From an optimization exercise on the open Yosys and OpenROAD flow, aimed at small area, a short achievable clock period and few clock cycles per item; shortcuts taken in it are not production practice. No functional check of the RTL was part of any run shown here. No activity file was given, so power comes from the tool's default toggle rates.

## flow/design.v (module list and top-level ports; edited modules follow where they fit)
// module multiplyer: 1779 lines
module multiplyer(
    clk,
    rst_n,
    A,
    B,
    result,
    start_sig,
    done_sig
);
  // ...
==> flow/flow/run.sh <==
#!/bin/bash
set -uo pipefail
export BUFFER_PORTS_ARGS="-buffer_cell sky130_fd_sc_hd__buf_2"
bash standard.sh synth > synth.log 2>&1 || exit 1
R=$(sed -n 's/.*WORK_HOME=\([^ ]*\).*/\1/p' standard.sh | head -1)/results/$FLOW_PLATFORM/multiplyer/base
LIB=$FLOW_HOME/platforms/$FLOW_PLATFORM/lib/sky130_fd_sc_hd__tt_025C_1v80.lib
cp $R/1_2_yosys.v yosys_orig.v
python3 flow/polopt2.py $LIB yosys_orig.v yosys_pol.v > polopt.log 2>&1
python3 flow/cutff.py yosys_orig.v orig_comb.v
python3 flow/cutff.py yosys_pol.v pol_comb.v
cat > equiv.ys <<EOS
read_liberty -ignore_miss_func $LIB
read_verilog orig_comb.v
rename $FLOW_TOP gold
read_verilog pol_comb.v
rename $FLOW_TOP gate
flatten
miter -equiv -flatten gold gate miter
hierarchy -top miter
techmap
opt -fast
aigmap
write_aiger -zinit miter.aig
EOS
ABC=$(dirname $(command -v yosys))/yosys-abc
if [ -s yosys_pol.v ] && yosys -s equiv.ys > equiv.log 2>&1 && \
   $ABC -c "read miter.aig; print_stats; iprove" > cec.log 2>&1 && \
   grep -q "^UNSATISFIABLE" cec.log; then
  cp yosys_pol.v $R/1_2_yosys.v
  rm -f $R/1_synth.odb
  echo "polarity rewrite used" >> polopt.log
else
  echo "equivalence not proven; keeping synthesized netlist" >> polopt.log
fi
bash standard.sh > standard.log 2>&1
==> flow/flow/cutff.py <==
#!/usr/bin/env python3
"""Make a combinational copy of a mapped netlist for equivalence checking:
every flip-flop instance is removed, its Q net becomes input port
q_<n> and each of its inputs (D, RESET_B, ...) output port d_<n>_<pin>,
where <n> is the instance's position among the flip-flops sorted by name.

usage: cutff.py in.v out.v"""
import re, sys
src = open(sys.argv[1]).read()
cell_re = re.compile(r"^(\s*)(sky130_fd_sc_hd__\w+)\s+(\S+)\s*\((.*?)\);\n", re.S | re.M)
pin_re = re.compile(r"\.(\w+)\(([^()]*)\)")
ffs = []
for m in cell_re.finditer(src):
    if re.search(r"__(df|sdf|edf|dl)", m.group(2)):
        ffs.append((m.group(3), m.span(), [(p, n.strip()) for p, n in pin_re.findall(m.group(4))]))
ffs.sort()
ports, assigns, decls = [], [], []
spans = set()
for i, (name, span, pins) in enumerate(ffs):
    spans.add(span)
    for p, n in pins:
        if p in ("Q",):
            ports.append(f"q_{i}_{p}")
            decls.append(f"  input q_{i}_{p};\n")
            assigns.append(f"  assign {n} = q_{i}_{p};\n")
        elif p in ("Q_N",):
            ports.append(f"q_{i}_{p}")
            decls.append(f"  input q_{i}_{p};\n")
            assigns.append(f"  assign {n} = q_{i}_{p};\n")
        elif p not in ("CLK", "CLK_N", "GATE"):
            ports.append(f"d_{i}_{p}")
            decls.append(f"  output d_{i}_{p};\n")
            assigns.append(f"  assign d_{i}_{p} = {n} ;\n")
out = []
pos = 0
for m in cell_re.finditer(src):
    if m.span() in spans:
        out.append(src[pos:m.start()])
        pos = m.end()
out.append(src[pos:])
text = "".join(out)
i = text.index(");", text.index("module"))
text = text[:i] + "".join(", " + p for p in ports) + text[i:]
j = text.index(";", i) + 1
text = text[:j] + "\n" + "".join(decls) + text[j:]
k = text.rfind("endmodule")
text = text[:k] + "".join(assigns) + text[k:]
open(sys.argv[2], "w").write(text)
==> flow/flow/polopt2.py <==
#!/usr/bin/env python3
"""Inverter minimisation on a mapped sky130 netlist by output polarity.

Every full adder is self-dual (FA(~a,~b,~c) = (~sum,~cout)), and many
single-output gates have a complementary cell with the same inputs
(and2/nand2, a21o/a21oi, xor2/xnor2, ...).  This pass chooses for each full
adder and each such gate whether it produces its signal true or
complemented, so that the inverters between cells plus the gates' area are
as small as possible, and rewires the netlist with at most one inverter per
signal.  Flip-flops, half adders, ports and other cells keep their
function; the result is logically equivalent (checked by the flow with Yosys).

usage: polopt2.py liberty in.v out.v
"""
import re
import sys
import random
import itertools
from collections import defaultdict

libf, inf, outf = sys.argv[1:4]
OUTPINS = {"X", "Y", "SUM", "COUT", "Q", "Q_N", "HI", "LO"}
INV_AREA = 3.7536

# ---- liberty: area, single-output function truth tables, complements ----
lib = open(libf).read()
libcells = {}
for m in re.finditer(r'cell \("(sky130_fd_sc_hd__\w+)"\) \{', lib):
    name = m.group(1)
    start = m.end()
    nxt = lib.find('\n    cell (', start)
    blk = lib[start:nxt if nxt > 0 else len(lib)]
    am = re.search(r'area : ([\d.]+)', blk)
    if not am or 'ff (' in blk or 'latch (' in blk or 'statetable' in blk:
        continue
    funcs = re.findall(r'pin \("(\w+)"\) \{(?:(?!pin \().)*?direction : "output";(?:(?!pin \().)*?function : "([^"]*)"', blk, re.S)
    ins = re.findall(r'pin \("(\w+)"\) \{\s*(?:[^{}]*?)direction : "input"', blk)
    libcells[name] = (float(am.group(1)), funcs, tuple(sorted(ins)))


def truth(func, ins):
    expr = func.replace('!', '~')
    tt = 0
    for i, vals in enumerate(itertools.product((0, 1), repeat=len(ins))):
        env = dict(zip(ins, vals))
        if eval(expr, {}, env) & 1:
            tt |= 1 << i
    return tt


bad = re.compile(r'lpflow|probe|clk|dly|buf_|bufinv|bufbuf|einv|ebuf|conb|diode|tap|fill|decap|mux2i|lsbuf')
sig = {}
for name, (area, funcs, ins) in libcells.items():
    if len(funcs) != 1 or bad.search(name) or not ins:
        continue
    sig[name] = (ins, truth(funcs[0][1], ins), funcs[0][0], area)
bykey = defaultdict(list)
for name, (ins, tt, op, area) in sig.items():
    bykey[(ins, tt)].append((area, name))
comp = {}
for name, (ins, tt, op, area) in sig.items():
    full = (1 << (1 << len(ins))) - 1
    c = bykey.get((ins, tt ^ full))
    if c:
        comp[name] = min(c)[1]

# ---- netlist ----
src = open(inf).read()
cell_re = re.compile(r"^(\s*)(sky130_fd_sc_hd__\w+)\s+(\S+)\s*\((.*?)\);\n", re.S | re.M)
pin_re = re.compile(r"\.(\w+)\(([^()]*)\)")
cells = []
for m in cell_re.finditer(src):
    pins = [(p, n.strip()) for p, n in pin_re.findall(m.group(4))]
    cells.append(dict(type=m.group(2), name=m.group(3), pins=pins, span=m.span(), ind=m.group(1)))

outports = set()
for m in re.finditer(r"^\s*output\s+(\[(\d+):(\d+)\]\s*)?(\S+?)\s*;", src, re.M):
    if m.group(1):
        hi, lo = int(m.group(2)), int(m.group(3))
        for i in range(min(hi, lo), max(hi, lo) + 1):
            outports.add(f"{m.group(4)}[{i}]")
    else:
        outports.add(m.group(4))

driver = {}
for ci, c in enumerate(cells):
    for p, n in c["pins"]:
        if p in OUTPINS:
            driver[n] = (ci, p)

is_inv = lambda t: re.match(r"sky130_fd_sc_hd__inv_\d+$", t) is not None
is_fa = lambda t: re.match(r"sky130_fd_sc_hd__fa_\d+$", t) is not None

removable = set()
for ci, c in enumerate(cells):
    if is_inv(c["type"]) and dict(c["pins"])["Y"] not in outports:
        removable.add(ci)

# gates that may swap to their complement: not driving a port directly
swappable = set()
for ci, c in enumerate(cells):
    if ci in removable or c["type"] not in comp:
        continue
    outs = [n for p, n in c["pins"] if p in OUTPINS]
    if len(outs) == 1 and outs[0] not in outports:
        swappable.add(ci)
fas = set(ci for ci, c in enumerate(cells) if is_fa(c["type"]))


def base(n):
    pol = 0
    for _ in range(1000):
        if n in driver and driver[n][0] in removable:
            n = dict(cells[driver[n][0]]["pins"])["A"]
            pol ^= 1
        else:
            return n, pol
    raise Exception("inverter loop")


cons = defaultdict(list)   # base -> [(ci, pi, pol)]
reads = defaultdict(set)   # ci -> bases it reads
for ci, c in enumerate(cells):
    if ci in removable:
        continue
    for pi, (p, n) in enumerate(c["pins"]):
        if p in OUTPINS or n.startswith("1'") or n == "":
            continue
        b, pol = base(n)
        cons[b].append((ci, pi, pol))
        reads[ci].add(b)
outs_of = {ci: [n for p, n in cells[ci]["pins"] if p in OUTPINS] for ci in range(len(cells))}

flip = defaultdict(int)


def phys(b):
    d = driver.get(b)
    if d and (d[0] in fas or d[0] in swappable):
        return flip[d[0]]
    return 0


def inv_needed(b):
    ph = phys(b)
    for ci, pi, pol in cons.get(b, ()):
        if (pol ^ (flip[ci] if ci in fas else 0)) != ph:
            return 1
    return 0


def gate_area(ci):
    t = cells[ci]["type"]
    return sig[comp[t]][3] if flip[ci] else sig[t][3]


def local(ci):
    bs = set(outs_of[ci])
    if ci in fas:
        bs |= reads[ci]
    a = sum(inv_needed(b) for b in bs) * INV_AREA
    if ci in swappable:
        a += gate_area(ci)
    return a


allbases = list(cons.keys())
before_inv = sum(inv_needed(b) for b in allbases)
vars_ = sorted(fas | swappable)
import math
rng = random.Random(1)
cur = sum(inv_needed(b) for b in allbases) * INV_AREA + sum(gate_area(c) for c in swappable)
best = cur
bestflip = dict(flip)
T0, T1, steps = 4.0, 0.05, 200000
for st in range(steps):
    T = T0 * (T1 / T0) ** (st / steps)
    ci = vars_[rng.randrange(len(vars_))]
    a0 = local(ci)
    flip[ci] ^= 1
    a1 = local(ci)
    d = a1 - a0
    if d <= 0 or rng.random() < math.exp(-d / T):
        cur += d
        if cur < best - 1e-9:
            best = cur
            bestflip = dict(flip)
    else:
        flip[ci] ^= 1
flip = defaultdict(int, bestflip)
after_inv = sum(inv_needed(b) for b in allbases)
sys.stderr.write(f"removable inverters {len(removable)} -> signals needing an inverter "
                 f"{before_inv} -> {after_inv}; adders flipped {sum(flip[c] for c in fas)}, "
                 f"gates swapped {sum(flip[c] for c in swappable)} of {len(swappable)}\n")

# ---- rewrite ----
newpins = {ci: list(c["pins"]) for ci, c in enumerate(cells)}
newtype = {ci: c["type"] for ci, c in enumerate(cells)}
for ci in swappable:
    if flip[ci]:
        t = cells[ci]["type"]
        nt = comp[t]
        op_old = sig[t][2]
        op_new = sig[nt][2]
        newtype[ci] = nt
        newpins[ci] = [(op_new if p == op_old else p, n) for p, n in newpins[ci]]
newcells = []
newwires = []
k = 0
for b, lst in cons.items():
    ph = phys(b)
    invnet = None
    for ci, pi, pol in lst:
        req = pol ^ (flip[ci] if ci in fas else 0)
        p, _ = newpins[ci][pi]
        if req == ph:
            newpins[ci][pi] = (p, b)
        else:
            if invnet is None:
                k += 1
                invnet = f"_polinv{k}_"
                newwires.append(invnet)
                newcells.append(f"  sky130_fd_sc_hd__inv_1 _polinvc{k}_ (\n    .A({b} ),\n    .Y({invnet} )\n  );\n")
            newpins[ci][pi] = (p, invnet)

out = []
pos = 0
for ci, c in enumerate(cells):
    s, e = c["span"]
    out.append(src[pos:s])
    pos = e
    if ci in removable:
        continue
    body = ",\n".join(f"    .{p}({n} )" for p, n in newpins[ci])
    out.append(f"{c['ind']}{newtype[ci]} {c['name']} (\n{body}\n  );\n")
tail = src[pos:]
i = tail.rfind("endmodule")
out.append(tail[:i] + "".join(newcells) + tail[i:])
text = "".join(out)
decl = "".join(f"  wire {w};\n" for w in newwires)
j = text.index(");", text.index("module")) + 3
text = text[:j] + decl + text[j:]
open(outf, "w").write(text)
==> flow/standard.sh <==
#!/bin/bash
# synth_recipe.tcl (not shown) runs the flow's synth.tcl, then flattens the netlist and writes it again
# the make line also repeats each setting of config.mk as NAME=value (left out here)
make -C /OpenROAD-flow-scripts/flow DESIGN_CONFIG=/design/flow/config.mk WORK_HOME=/design/flow/orfs CLKGATE_MAP_FILE= SYNTH_SCRIPT=/design/flow/synth_recipe.tcl "${@:-finish}"
==> flow/config.mk <==
export PLATFORM = sky130hd
export DESIGN_NAME = multiplyer
export DESIGN_NICKNAME = multiplyer
export VERILOG_FILES = /design/flow/design.v
export SDC_FILE = /design/flow/constraint.sdc
export NUM_CORES = 4
export LEC_CHECK = 0
export CAP_MARGIN = 20
export CORE_MARGIN = 2
export CORE_UTILIZATION = 40
export CTS_BUF_LIST = sky130_fd_sc_hd__clkbuf_4 sky130_fd_sc_hd__clkbuf_8
export CTS_CLUSTER_SIZE = 30
export SETUP_SLACK_MARGIN = 2.8
export SLEW_MARGIN = 20
==> flow/constraint.sdc <==
create_clock -name core_clock -period 8.0 [get_ports {clk}]
set_input_delay 1.6000 -clock core_clock [delete_from_list [all_inputs] [get_ports {clk}]]
set_output_delay 1.6000 -clock core_clock [all_outputs]
set_load 0.01 [all_outputs]
==> key figures, run 1 <==
Cells and area
  • Top cell category: multi-input combinational cells
  • Regs by FF count: rX (25), rY (24), rS (9)
  • Multi-input gates: 958
  • Commonest non-fill, non-tap cells in the layout: 265 x fa_1, 140 x nand2_1, 101 x buf_2, 81 x and2_0, 78 x and2_1
  • Share of cells above drive strength 1: 0.136

STA
  • Final setup fails: 0
  • Worst-margin pin slew: between 1 and 1.5 ns

Yosys
  • Syn Nets: 1572
  • Yosys warnings: 1
  • Synth Instances: between 1k and 1.5k

Power
  • Clock power share: 0.045
  • Gate power share: 0.849
  • Leakage power: slightly below 6 nW
  • P per Cell Area: ~470 mW/mm^2
  • Int Pwr: a little under 3 mW

Global routing
  • GR Overflow Total: 0
  • Vias in the first global route: 9382
  • All-Layer GR Usage: 0.221
  • Global-route wire length before repair: ~52 mm
  • Initial antenna violation count: 0

Floorplanning
  • Die width: 175 um

Drt
  • Top layer in use: met4
  • Via/cell ratio: around 5.3
  • Via Count: between 8k and 9k
  • Met3 wire length: 1.44 mm
  • Starting DRT DRC Count: about 540
  • Met2 WL: around 16 mm
  • Metal-1 WL: 13.4 mm

Place
  • Setup WS pre-CTS: approximately 2.3 ns

Critical path
  • Critical path's top delay family: adder cells
  • Reg2Reg Depth: 10
  • Worst Path Max Fanout: 13
  • Most frequent cell on the critical path: fa_1
  • Setup crit end: rC
  • Critical Path Start: B[3]

Min path
  • Hold path depth: 1
  • Hold WC Path Type: reg -> reg
  • Hold path endpoint: cnt[0]
  • HP Start: cnt[0]

Clock tree
  • Root buf cell: clkbuf_8

Run status
  • Outcome: no timing/DRC/antenna violations
==> inputs of run 2 (changes only) <==
--- a/flow/design.v
+++ b/flow/design.v
@@ -15,16 +15,18 @@
     output  [31:0]result;
     output  [3:0]done_sig;
     wire    [23:0]ma = {1'b1, A[22:0]};
     wire    [23:0]mb = {1'b1, B[22:0]};
     reg     [1:0]cnt;       
     reg     [24:0]rX;          
     reg     [24:0]rY;
     reg     rC;
+    reg     [2:0]rDX;        
+    reg     [2:0]rDY;
     reg     [8:0]rS;           
     reg     rSign;
     wire    first = (cnt == 2'd0);
     wire    done = (cnt == 2'd2);
     always @(posedge clk or negedge rst_n)
         if (!rst_n)
             cnt <= 2'd0;
         else if (start_sig && !done)
@@ -35,17 +37,19 @@
     always @(*)
         case (cnt)
             2'd0: dig = mb[11:0];
             2'd1: dig = mb[23:12];
             default: dig = 12'd0;
         endcase
     wire    [24:0]ax = first ? 25'd0 : rX;
     wire    [24:0]ay = first ? 25'd0 : rY;
-    wire    ac = first ? 1'b0 : rC;
+    wire    [3:0]dl = {1'b0, rDX} + {1'b0, rDY} + rC;
+    wire    cin = dl[3];
+    wire    ac = first ? 1'b0 : cin;
     wire pp0_0;
     wire pp0_1;
     wire pp0_2;
     wire pp0_3;
     wire pp0_4;
     wire pp0_5;
     wire pp0_6;
     wire pp0_7;
@@ -1746,25 +1750,27 @@
     assign s573 = c438 ^ s503 ^ c502;
     assign c574 = (c438 & s503) | (c438 & c502) | (s503 & c502);
     assign s575 = c440 ^ s505 ^ c504;
     assign c576 = (c440 & s505) | (c440 & c504) | (s505 & c504);
     assign s577 = dig[11] ^ c506;
     assign c578 = dig[11] & c506;
     wire    [36:0]zx = {c578, s577, s575, s573, c570, s569, c566, c564, s563, s561, c558, c556, c554, c552, c550, c548, c546, c544, c542, c540, c538, c536, c534, c532, c530, c528, c526, c524, c522, c520, c518, c516, c514, c512, c510, c508, ay[0]};
     wire    [36:0]zy = {1'b0, c576, c574, c572, s571, c568, s567, s565, c562, c560, s559, s557, s555, s553, s551, s549, s547, s545, s543, s541, s539, s537, s535, s533, s531, s529, s527, s525, s523, s521, s519, s517, s515, s513, s511, s509, s507};
-    wire    [12:0]zl = {1'b0, zx[11:0]} + {1'b0, zy[11:0]};
+    wire    [9:0]zl = {1'b0, zx[8:0]} + {1'b0, zy[8:0]};
     always @(posedge clk) begin
         rX <= zx[36:12];
         rY <= zy[36:12];
-        rC <= zl[12];
+        rC <= zl[9];
+        rDX <= zx[11:9];
+        rDY <= zy[11:9];
         rS <= {1'b0, A[30:23]} + {1'b0, B[30:23]};
         rSign <= A[31] ^ B[31];
     end
-    wire    [25:0]Pc = {rX, rC} + {rY, 1'b1};
+    wire    [25:0]Pc = {rX, cin} + {rY, 1'b1};
     wire    [24:0]P = Pc[25:1];
     wire    p47 = P[24];
     wire    [9:0]E0 = {1'b0, rS} - 10'd127;
     wire    [9:0]E1 = {1'b0, rS} - 10'd126;
     wire    ov0 = (E0[9:8] == 2'b01);
     wire    un0 = (E0[9:8] == 2'b11);
     wire    ov1 = (E1[9:8] == 2'b01);
     wire    un1 = (E1[9:8] == 2'b11);
==> run 2 against run 1 <==
  * Sequential power grew 11%
  * Worst setup slack lost 0.17 ns
  * Clock power grew 13%
  * Die area grew 0.50%
  * Sequential share of layout area grew 0.78 points
  * Combinational power shrank 2%
  * Synthesized cell count shrank 1.0%
  * Critical endpoint is now result[19]
==> key figures, run 2 <==
Run status
  • Outcome: no timing/DRC/antenna violations

Min path
  • Hold path depth: 1 (unchanged)
  • HP Start: cnt[0]
  • Hold WC Path Type: reg -> reg
  • Hold path endpoint: cnt[0]

Global routing
  • GR Overflow Total: 0 (unchanged)
  • Global-route wire length before repair: 51.9 mm (+0.35%)
  • Initial antenna violation count: 0 (unchanged)
  • All-Layer GR Usage: 0.221 (+0.000364)
  • Largest net degree at the start of global routing: 63
  • Vias in the first global route: 9598 (+2.3%)

Yosys
  • Synth Instances: 1154 (-1.0%)
  • Yosys warnings: 1 (unchanged)
  • Syn Nets: 1560 (-0.76%)
  • Mapped Area: approximately 0.012 mm^2
  • Mean Syn Cell Area: around 10 um^2

Power
  • Sw frac: 0.510
  • Gate power share: 0.831 (-0.018)
  • Clock power share: 0.051 (+0.006)
  • Leakage power: 5.79 nW (-2.6%)
  • Int Pwr: 2.94 mW (+1.4%)
  • Sequential share of power: 0.118
  • Total Power: around 6.0 mW
  • Max IR drop VDD: between 0.15 and 0.2 mV
  • P per Cell Area: 463 mW/mm^2 (-1.5%)
  • P_sw: roughly 3 mW

STA
  • Slew headroom: 0.354
  • Hold Vio Cnt, Final: 0
  • Final Cycle Share: 0.655
  • Max-slew violations: 0
  • Final worst slack: 2.76 ns
  • RSZ-0062 raised after global routing: true
  • Minimum hold slack: approximately 0.48 ns
  • FMAX: around 0.19 GHz
  • Worst-margin pin slew: 0.968 ns (-0.0326 ns)
  • Clock Skews: between 0.015 and 0.02 ns
  • Final setup fails: 0 (unchanged)
  • Min cycle time layout: ~5.2 ns
  • Setup TNS: 0 ns

Cells and area
  • Post-layout util: 0.450
  • Area Overhead vs Synth: 10.1%
  • Ant diodes: 0
  • Largest register by flop count: rX
  • Commonest non-fill, non-tap cell in the layout: fa_1
  • Nets: between 1.5k and 2k
  • Commonest non-fill, non-tap cells in the layout: 266 x fa_1, 153 x nand2_1, 101 x buf_2, 82 x and2_1, 80 x inv_1
  • Fillers: around 2.8k
  • Share of cells above drive strength 1: 0.143 (+0.00686)
  • Max reg flops: 25
  • Regs by FF count: rX (25), rY (24), rS (9)

Run
  • Max-Cap Viols: 0

Floorplanning
  • Die area: 0.0309 mm^2
  • Initial Util: 0.409
  • Num rows: just over 60
  • Die width: 176 um (+0.25%)
  • Die Y: approximately 180 um
  • Num ports: just over 100
  • Core area: just under 0.03 mm^2

Drt
  • Met3 wire length: 1.42 mm (-1.1%)
  • Total wire length: between 30 and 40 mm
  • Via Count: 8615 (+1.2%)
  • Avg WL per Cell: 20.4 um
  • Starting DRT DRC Count: 414 (-24%)
  • Drt drc: 0
  • Metal-1 WL: 13.0 mm (-3.0%)
  • Top layer in use: met4
  • Met2 WL: 17.1 mm (+5.6%)
  • Via/cell ratio: 5.35 (+1.4%)
  • First-pass DRT Iterations: 7
  • ANT nets after route: 0

Critical path
  • Worst setup SP type: register
  • Crit path cell chain: ha_4, a211oi_4, o21bai_2, fa_2, a21o_1, a221o_1, inv_2, or3_4, nand4bb_1, a221o_1, a31oi_2, xnor2_2, a22o_1, buf_2
  • CP max-delay cell: a221o_1
  • Crit Path Class: reg -> out
  • Crit Reg-Reg Startpoint: cnt[0]
  • FF-to-FF End: rY[1]
  • Worst Path Max Fanout: 3 (-10)
  • Crit end category: output pin
  • Critical Path RT: about 6.4 ns
  • R2R setup slack: just over 3 ns
  • Most frequent cell on the critical path: a221o_1
  • Buf/Inv on CP: 2
  • WP data arrival: between 3 and 4 ns
  • CP max stage delay: between 0.4 and 0.5 ns
  • Reg2Reg Depth: 10 (unchanged)
  • Critical path's top delay family: compound AO/OA/AOI/OAI gates

Clock tree
  • Total CTS buffers: 9
  • Hold_buf cts: 0
  • CTS H-Tree Depth: 3
  • Worst-skew pair later-pin latency: between 0.3 and 0.4 ns
  • Clk pin slew, worst setup/hold paths: around 0.080 ns
  • CTS tree: yes
  • Max clock buf depth: 2
  • Sinks on Clock Net: between 60 and 70
  • Root buf cell: clkbuf_8

Place
  • Post-DP HPWL: ~25 mm
  • Setup WS pre-CTS: 2.41 ns (+0.153 ns)
  • RD Place Congestion: approximately 0.86
  • IO Port Bufs: a little over 100
run 2: area by class of cell:
type	count	area [um^2]	share of cell area
clock buffers	10	138	0.0106
clock inverters	6	63.8	0.00492
multi-input cells	939	9970	0.768
flip-flops and latches	68	1370	0.106
repair buffers	118	633	0.0488
well taps	384	480	0.0370
repair inverters	2	12.5	0.000964
inverters	82	312	0.0240
run 2: power groups by stage:
stage / Clock, mW / Combinational (mW) / Sequential, mW
4_1_cts: 0.316 / 4.97 / 0.702
3_3_place_gp: 0 / 4.76 / 0.708
3_5_place_dp: 0 / 4.89 / 0.710
5_1_grt: 0.327 / 5.62 / 0.718
6_report: 0.306 / 4.99 / 0.707
2_1_floorplan: 0 / 3.53 / 0.638
run 2: worst max-delay path by stage:
stage	cells past startpoint	from	end	slack [ns]
floorplan	9	B[0]	rY[3]	3.04
global placement	9	B[0]	rY[3]	2.47
detailed placement	10	B[0]	rY[5]	2.41
CTS	14	rDY[0]	result[19]	2.68
global route	14	rDX[0]	result[19]	2.59
finish	14	rDX[0]	result[19]	2.76
run 2: timing repair:
| item | in CTS | in global routing |
|---|---|---|
| cloned | 0 | 2 |
| setup endpoints to repair | 61 | 27 |
| pin swaps | 15 | 13 |
| resized for setup | 15 | 19 |
| setup buffers | 5 | 3 |
run 2: metrics by stage:
stage,area (um^2),cells
after floorplan,11800,1154
after global placement,12600,1583
after detailed placement,12600,1583
after CTS,12900,1604
after global routing,13000,1609
final,13000,1609
run 2: per-layer routing:
| metal | global-route usage | up-vias |
|---|---|---|
| met5 | 0 | - |
| met4 | 0.0902 | 0 |
| met3 | 0.0372 | 85 |
| met2 | 0.396 | 247 |
| met1 | 0.265 | 4459 |
| li1 | - | 3824 |

-- port drivers added, routing unchanged --
How much do the figures lean on ideal ports? The routed layouts below were timed once more, with nothing changed but the port constraints.
Step 1: set_driving_cell puts a clkbuf_16 on clk and a buf_2 on each other input, an assumption about the parent block.
Step 2 moves the port delays by t, midway between the first and last clock arrival at a register: inputs arrive t later, outputs are due t later. That takes back most of the time a late clock gives input paths.
Three values: ideal ports, drivers, drivers and shift; two values: the first two.
| run | t, ns | slack for setup (ns) | latest minus earliest clock arrival (ns) |
|---|---|---|---|
| run 1 | 0.405 | 2.930 / 2.949 / 2.546 | 0.018 / 0.017 |
| run 2 | 0.424 | 2.764 / 2.720 / 2.638 | 0.016 / 0.016 |
After both steps every run listed still meets setup and hold. The setup slack of run 1, which loses most, moves by +0.019 ns with the drivers and by -0.384 ns with both steps.
